Background: an optimization exercise with open tools, aiming at small area and a short achievable clock period. Do not read the settings as production practice.
Power and IR drop assume default switching activity.

// Nbit_ALU_Register
module Nbit_ALU_Register (r2, r3, ALUop, r0, clk);
parameter n = 32;
input[n-1:0] r2, r3;
input[2:0] ALUop;
input clk;
output [n-1:0] r0;
wire[n-1:0] r1;
Nbit_ALU #(n) alu1 (.r1(r1), .r2(r2), .r3(r3), .ALUop(ALUop) );
Nbit_Register #(n) reg1 (.outo(r0), .ino(r1), .clk(clk) );
endmodule
For scale: about 420 cells after synthesis, about 100 I/O pins.
==> flow/config.mk <==
export PLATFORM = sky130hd
export DESIGN_NAME = Nbit_ALU_Register
export DESIGN_NICKNAME = Nbit_ALU_Register
export VERILOG_FILES = /design/flow/design.v
export SDC_FILE = /design/flow/constraint.sdc
export NUM_CORES = 4
export LEC_CHECK = 0
export CAP_MARGIN = 20
export CORE_MARGIN = 2
export CORE_UTILIZATION = 40
export GPL_TIMING_DRIVEN = 0
export SLEW_MARGIN = 20
export SYNTH_HIERARCHICAL = 1
export SYNTH_MINIMUM_KEEP_SIZE = 0
==> flow/constraint.sdc <==
create_clock -name core_clock -period 15.5 [get_ports {clk}]
set_input_delay 3.1000 -clock core_clock [delete_from_list [all_inputs] [get_ports {clk}]]
set_output_delay 3.1000 -clock core_clock [all_outputs]
set_load 0.01 [all_outputs]
standard.sh (not shown) runs the stock make flow with config.mk's settings and CLKGATE_MAP_FILE= SYNTH_SCRIPT=/design/flow/synth_recipe.tcl, a recipe that flattens the netlist after the stock synthesis.
==> flow/flow/run.sh <==
#!/bin/bash
# Standard ORFS layout; the only change is the cell used to buffer the ports
# (a plain buf_1 instead of the delay buffer buffer_ports picks by default).
set -euo pipefail
export BUFFER_PORTS_ARGS="-buffer_cell sky130_fd_sc_hd__buf_1"
bash standard.sh > standard.log 2>&1
The first run completed without violations.
Rerun with:
==> flow/flow/run.sh (replaced) <==
#!/bin/bash
# Standard ORFS layout with two changes: the ports are buffered with buf_1 (instead of the
# delay buffer buffer_ports picks by default), and timing repair aims for a setup slack of
# 9.9 ns, so that it sizes the critical paths for a shorter period than the clock's.
set -euo pipefail
export BUFFER_PORTS_ARGS="-buffer_cell sky130_fd_sc_hd__buf_1"
export SETUP_SLACK_MARGIN=9.9
bash standard.sh > standard.log 2>&1
--- a/flow/config.mk
+++ b/flow/config.mk
@@ -9,3 +9,4 @@
 export CORE_MARGIN = 2
-export CORE_UTILIZATION = 40
+export CORE_UTILIZATION = 60
+export CTS_BUF_LIST = sky130_fd_sc_hd__clkbuf_4
 export GPL_TIMING_DRIVEN = 0
What happened:
- The changed run finished clean
- cell area is lower by 2.4%
- global-route usage goes up by 7.0 points
- total power goes down by 6.2%
- wire length decreases by 6.0%
- sequential cell count stays the same
- synthesized area is unchanged
- clock power shrinks by 31%
- sequential power stays flat
- via count rose by 3.4%
Rerun with:
==> flow/flow/run.sh (replaced) <==
#!/bin/bash
# Standard ORFS layout with two changes: the ports are buffered with buf_1 (instead of the
# delay buffer buffer_ports picks by default), and timing repair aims for a setup slack of
# 10.2 ns, so that it sizes the critical paths for a shorter period than the clock's.
set -euo pipefail
export BUFFER_PORTS_ARGS="-buffer_cell sky130_fd_sc_hd__buf_1"
export SETUP_SLACK_MARGIN=10.2
bash standard.sh > standard.log 2>&1
--- a/flow/config.mk
+++ b/flow/config.mk
@@ -9,4 +9,3 @@
 export CORE_MARGIN = 2
-export CORE_UTILIZATION = 60
-export CTS_BUF_LIST = sky130_fd_sc_hd__clkbuf_4
+export CORE_UTILIZATION = 40
 export GPL_TIMING_DRIVEN = 0
Routed wire length grows by 9.3%.
Flip-flop and latch count is unchanged.
Worst hold slack improved by 0.031 ns.
Clock-buffer cell count grows by 1.
Area after synthesis does not change.
Cell area grows by 7.4%.
Critical path depth shrinks by 1.
Synthesized cell count does not change.
Fmax grows by 5.0%.
Core utilization shrinks by 22 points.
Rerun with:
==> flow/flow/run.sh (replaced) <==
#!/bin/bash
# Standard ORFS layout; the only change is the cell used to buffer the ports
# (a plain buf_1 instead of the delay buffer buffer_ports picks by default).
set -euo pipefail
export BUFFER_PORTS_ARGS="-buffer_cell sky130_fd_sc_hd__buf_1"
bash standard.sh > standard.log 2>&1
--- a/flow/config.mk
+++ b/flow/config.mk
@@ -10,3 +10,2 @@
 export CORE_UTILIZATION = 40
-export GPL_TIMING_DRIVEN = 0
 export SLEW_MARGIN = 20
=> The changed run completed with no timing, DRC or antenna violations; via count went down by 2.3%; global-route usage falls by 0.68 points; total power is lower by 4.8%; worst hold slack is better by 0.036 ns; maximum frequency fell by 12%; setup slack gets worse by 0.72 ns; design area went down by 6.4%; flip-flop and latch count does not change; cell count shrinks by 2.1%; routed wire length falls by 4.0%.
Rerun with:
==> flow/flow/run.sh (replaced) <==
#!/bin/bash
# Standard ORFS layout with two changes: the ports are buffered with buf_1 (instead of the
# delay buffer buffer_ports picks by default), and timing repair aims for a setup slack of
# 10.1 ns, so that it sizes the critical paths for a shorter period than the clock's.
set -euo pipefail
export BUFFER_PORTS_ARGS="-buffer_cell sky130_fd_sc_hd__buf_1"
export SETUP_SLACK_MARGIN=10.1
bash standard.sh > standard.log 2>&1
--- a/flow/config.mk
+++ b/flow/config.mk
@@ -9,3 +9,5 @@
 export CORE_MARGIN = 2
-export CORE_UTILIZATION = 40
+export CORE_UTILIZATION = 60
+export CTS_BUF_LIST = sky130_fd_sc_hd__clkbuf_4
+export GPL_TIMING_DRIVEN = 0
 export SLEW_MARGIN = 20
Result: Fmax went up by about 11%. Global-route usage went up by 7.5 points. Total power went down by 4.6%. Cell count went down by about 5.6%. Cell area is unchanged. Utilization went up by 25 points. Routed wire length went down by 4.2%.
Rerun with:
==> flow/flow/run.sh (replaced) <==
#!/bin/bash
# Standard ORFS layout with two changes: the ports are buffered with buf_1 (instead of the
# delay buffer buffer_ports picks by default), and timing repair aims for a setup slack of
# 9.9 ns, so that it sizes the critical paths for a shorter period than the clock's.
set -euo pipefail
export BUFFER_PORTS_ARGS="-buffer_cell sky130_fd_sc_hd__buf_1"
export SETUP_SLACK_MARGIN=9.9
bash standard.sh > standard.log 2>&1
--- a/flow/config.mk
+++ b/flow/config.mk
@@ -9,4 +9,3 @@
 export CORE_MARGIN = 2
-export CORE_UTILIZATION = 60
-export CTS_BUF_LIST = sky130_fd_sc_hd__clkbuf_4
+export CORE_UTILIZATION = 40
 export GPL_TIMING_DRIVEN = 0
The new run finished clean.
Sequential cell count does not change.
Wire length rose by 4.9%.
First-iteration DRC count is lower by 33%.
Power went up by 6.5%.
Global-route usage decreases by 6.9 points.
Via count decreases by 3.9%.
Synthesized area is unchanged.
Clock-buffer cell count grows by 1.
Cell area went up by 2.8%.
Fmax decreases by 1.6%.
Die area increases by 47%.
No run of this note included a check of the RTL's function; only the layout flow was run.

-- what the ideal ports hide --
In the flow no input, the clock included, has a driving cell. The finished layouts below were timed again as built, in two steps.
Step 1, drivers: a clkbuf_16 drives clk and a buf_2 each remaining input, both assumed.
Step 2, shift: input delay + t, output delay - t, t = (earliest + latest rising clock arrival at the registers) / 2. This alone moves slack from input paths to output paths.
Slacks: no drivers / after step 1 / after step 2; pairs: no drivers / after step 1.
run	t, ns	setup slack, ns	hold WS [ns]	latest minus earliest clock arrival (ns)	cell pins on the clock port's net
the first run	0.311	9.642 / 9.647 / 9.336	3.224 / 3.216 / 3.503	0.009 / 0.008	1
the second run	0.358	10.087 / 10.081 / 9.723	3.156 / 3.152 / 3.510	0.005 / 0.005	1
the third run	0.315	10.346 / 10.354 / 10.040	3.187 / 3.182 / 3.497	0.011 / 0.011	1
the fourth run	0.314	9.627 / 9.632 / 9.318	3.223 / 3.213 / 3.509	0.003 / 0.004	1
the fifth run	0.365	10.220 / 10.223 / 9.858	3.101 / 3.106 / 3.472	0.005 / 0.005	1
the sixth run	0.314	10.133 / 10.135 / 9.822	3.219 / 3.214 / 3.502	0.010 / 0.011	1
After both steps every run listed still meets setup and hold. For the second run, which loses most, drivers alone change the setup slack by -0.006 ns; drivers and shift together by -0.364 ns.
